Background: an optimization exercise with open tools, aiming at small area and a short achievable clock period. Do not read the settings as production practice.
RTL that was checked went through simulation tests only; none was proved equivalent to the original.
The flow treats the clock pin as an ideal source, which a real chip does not have.
Power is estimated from default activity; no workload was simulated.

// pe_mac
module pe_mac #(
  parameter int WA       = 16,
  parameter int WB       = 16,
  parameter int ACCW     = 40,
  parameter int MULT_LAT = 1,
  parameter int ADD_LAT  = 0
) (
  input  logic                    clk,
  input  logic                    rst_n,
  input  logic                    in_valid,
  output logic                    in_ready,
  input  logic signed [WA-1:0]    a_in,
  input  logic signed [WB-1:0]    b_in,
  input  logic signed [ACCW-1:0]  psum_in,
  output logic                    out_valid,
  input  logic                    out_ready,
  output logic signed [WA-1:0]    a_out,
  output logic signed [WB-1:0]    b_out,
  output logic signed [ACCW-1:0]  psum_out
);
  logic        acc;
  logic [15:0] A, B;
  logic [39:0] P;           
  logic [39:0] S;
  logic [3:0]  V;
  logic [39:0] psum_off;
  assign in_ready = out_ready;
  assign acc      = in_valid & out_ready;
  assign psum_off = {psum_in[39:32], ~psum_in[31], psum_in[30:0]};
  logic ld, hold;
  assign ld   = rst_n & acc;
  assign hold = rst_n & ~acc;
  always_ff @(posedge clk) begin
    A <= (a_in & {16{ld}}) | (A & {16{hold}});
    B <= (b_in & {16{ld}}) | (B & {16{hold}});
    P <= (psum_off & {40{ld}}) | (P & {40{hold}}) | (40'h0080000000 & {40{~rst_n}});
  end
  logic bo0;
  logic bt0;
  logic bn0;
  logic ax0_0;
  logic ax0_1;
  logic ax0_2;
  logic ax0_3;
  logic ax0_4;
  logic ax0_5;
  logic ax0_6;
  logic ax0_7;
  logic ax0_8;
  logic ax0_9;
  logic ax0_10;
  logic ax0_11;
  logic ax0_12;
  logic ax0_13;
  logic ax0_14;
  logic ax0_15;
  logic pp0_0;
  logic pp0_1;
  logic pp0_2;
  logic pp0_3;
  logic pp0_4;
  logic pp0_5;
  logic pp0_6;
  logic pp0_7;
  logic pp0_8;
  logic pp0_9;
  logic pp0_10;
  logic pp0_11;
  logic pp0_12;
  logic pp0_13;
  logic pp0_14;
  logic pp0_15;
  logic pp0_16;
  logic ns0;
  logic bo1;
  logic bt1;
  logic bn1;
  logic ax1_0;
  logic ax1_1;
  logic ax1_2;
  logic ax1_3;
  logic ax1_4;
  logic ax1_5;
  logic ax1_6;
  logic ax1_7;
  logic ax1_8;
  logic ax1_9;
  logic ax1_10;
  logic ax1_11;
  logic ax1_12;
  logic ax1_13;
  logic ax1_14;
  logic ax1_15;
  logic pp1_0;
  logic pp1_1;
  logic pp1_2;
  logic pp1_3;
  logic pp1_4;
  logic pp1_5;
  ...
==> flow/config.mk <==
export PLATFORM = sky130hd
export DESIGN_NAME = pe_mac
export DESIGN_NICKNAME = pe_mac
export VERILOG_FILES = /design/flow/design.v
export SDC_FILE = /design/flow/constraint.sdc
export NUM_CORES = 4
export LEC_CHECK = 0
export ABC_AREA = 1
export CAP_MARGIN = 20
export CORE_MARGIN = 2
export CORE_UTILIZATION = 55
export CTS_BUF_LIST = sky130_fd_sc_hd__clkbuf_8
export SETUP_SLACK_MARGIN = 3.1
export SLEW_MARGIN = 20
export SYNTH_HIERARCHICAL = 1
export SYNTH_MINIMUM_KEEP_SIZE = 0
export TNS_END_PERCENT = 20
==> flow/constraint.sdc <==
create_clock -name core_clock -period 6.0 [get_ports {clk}]
set_input_delay 1.2000 -clock core_clock [delete_from_list [all_inputs] [get_ports {clk}]]
set_output_delay 1.2000 -clock core_clock [all_outputs]
set_load 0.01 [all_outputs]
standard.sh (not shown) runs the stock make flow with config.mk's settings and CLKGATE_MAP_FILE= SYNTH_SCRIPT=/design/flow/synth_recipe.tcl, a recipe that flattens the netlist after the stock synthesis.
==> flow/flow/run.sh <==
#!/bin/bash
# Own flow: the standard layout (standard.sh, unchanged synthesis) with
#  - the port buffers made of the smallest buffer cell (buf_1), and
#  - useful skew for the internal M registers (flow/skew.tcl, run as the
#    PRE_CTS_TCL hook: it wraps clock_tree_synthesis and delays the clock of
#    Ms/Mc, which have no path from an input or to an output).
set -euo pipefail
here=$(pwd)
export BUFFER_PORTS_ARGS="-buffer_cell sky130_fd_sc_hd__buf_1"
export PRE_CTS_TCL="$here/flow/skew.tcl"

export SKEW_CELLS="clkdlybuf4s25_1 clkbuf_4"
export CTS_ARGS="-sink_clustering_enable -repair_clock_nets -buf_list sky130_fd_sc_hd__clkbuf_8 -dont_use_dummy_load"
bash standard.sh > standard.log 2>&1
Other scripts of this flow, unchanged in this note and not shown: flow/flow/skew.tcl
Next try:
--- a/flow/design.v
+++ b/flow/design.v
@@ -19,28 +19,31 @@
   output logic signed [ACCW-1:0]  psum_out
 );
   logic        acc;
   logic [15:0] A, B;
   logic [39:0] P;           
   logic [39:0] S;
   logic [3:0]  V;
   logic [39:0] psum_off;
   assign in_ready = out_ready;
   assign acc      = in_valid & out_ready;
-  assign psum_off = {psum_in[39:32], ~psum_in[31], psum_in[30:0]};
-  logic ld, hold;
-  assign ld   = rst_n & acc;
-  assign hold = rst_n & ~acc;
+  assign psum_off = {psum_in[39:31] - 9'd1, psum_in[30:0]};
   always_ff @(posedge clk) begin
-    A <= (a_in & {16{ld}}) | (A & {16{hold}});
-    B <= (b_in & {16{ld}}) | (B & {16{hold}});
-    P <= (psum_off & {40{ld}}) | (P & {40{hold}}) | (40'h0080000000 & {40{~rst_n}});
+    if (!rst_n) begin
+      A <= '0;
+      B <= '0;
+      P <= 40'hFF80000000;
+    end else if (acc) begin
+      A <= a_in;
+      B <= b_in;
+      P <= psum_off;
+    end
   end
   logic bo0;
   logic bt0;
   logic bn0;
   logic ax0_0;
   logic ax0_1;
   logic ax0_2;
   logic ax0_3;
   logic ax0_4;
   logic ax0_5;
@@ -1041,22 +1044,22 @@
     Ms <= ms_d;
     Mc <= mc_d;
   end
   logic rq, sclr;
   always_ff @(posedge clk) rq <= ~rst_n;
   assign sclr = ~rst_n | rq;
   logic [31:0] cs_s, cs_c;
   assign cs_s = P[31:0] ^ Ms ^ Mc;
   assign cs_c = (P[31:0] & Ms) | (P[31:0] & Mc) | (Ms & Mc);
   logic [39:0] xx, yy, sum;
-  assign xx = {P[39:32], P[31], cs_s[30:0]};
-  assign yy = {{8{P[31]}}, cs_c[30:0], 1'b0};
+  assign xx = {P[39:32], cs_s};
+  assign yy = {7'd0, cs_c, 1'b0};
   logic [39:0] a_g0, a_p0;
   assign a_g0 = xx & yy;
   assign a_p0 = xx ^ yy;
   logic a_G0, a_P0;
   assign a_G0 = a_g0[1] | (a_p0[1] & a_g0[0]);
   assign a_P0 = a_p0[1] & a_p0[0];
   logic a_G1, a_P1;
   assign a_G1 = a_g0[3] | (a_p0[3] & a_g0[2]);
   assign a_P1 = a_p0[3] & a_p0[2];
   logic a_G2, a_P2;
After rerunning:
- power grows by 30%
- worst setup slack gets better by 8.7 ps
- combinational power grows by 68%
- fmax hardly moves
- synthesized area is about the same
- core utilization is lower by 0.75 points
- worst hold slack is worse by 72 ps
- clock skew rises by 3.4 ps
- sequential power goes up by about 10%
- cell area came out lower by 1.2%
- routed wire length increases by 2.3%
- first-iteration DRC count goes up by 24%
For the first run of this note, only the layout was checked, not whether the RTL still works.

static timing again, ports no longer ideal:
How much do the figures lean on ideal ports? The routed layouts below were timed once more, with nothing changed but the port constraints. Step 1 assumes that a clkbuf_16 drives the clock port and a buf_2 every other input. Step 2, shift: input delay + t, output delay - t, t = (earliest + latest rising clock arrival at the registers) / 2. This alone moves slack from input paths to output paths. a / b / c = no drivers / after step 1 / after step 2; a / b = the first two.
| run | t, ns | setup slack, ns | latest minus earliest clock arrival (ns) | slew at the worst register clock pin (ns) | cell pins on the clock port's net |
|---|---|---|---|---|---|
| the first run | 0.677 | 3.082 / 3.082 / 2.729 | 0.472 / 0.472 | 0.10 / 0.10 | 1 |
| the second run | 0.684 | 3.090 / 3.090 / 2.632 | 0.452 / 0.452 | 0.10 / 0.10 | 1 |
Clock arrivals are far apart in the first run and the second run, so t is only a midpoint there and step 2 fits no single register. The setup slack of the second run, which loses most, moves by 0.000 ns with the drivers and by -0.458 ns with both steps.
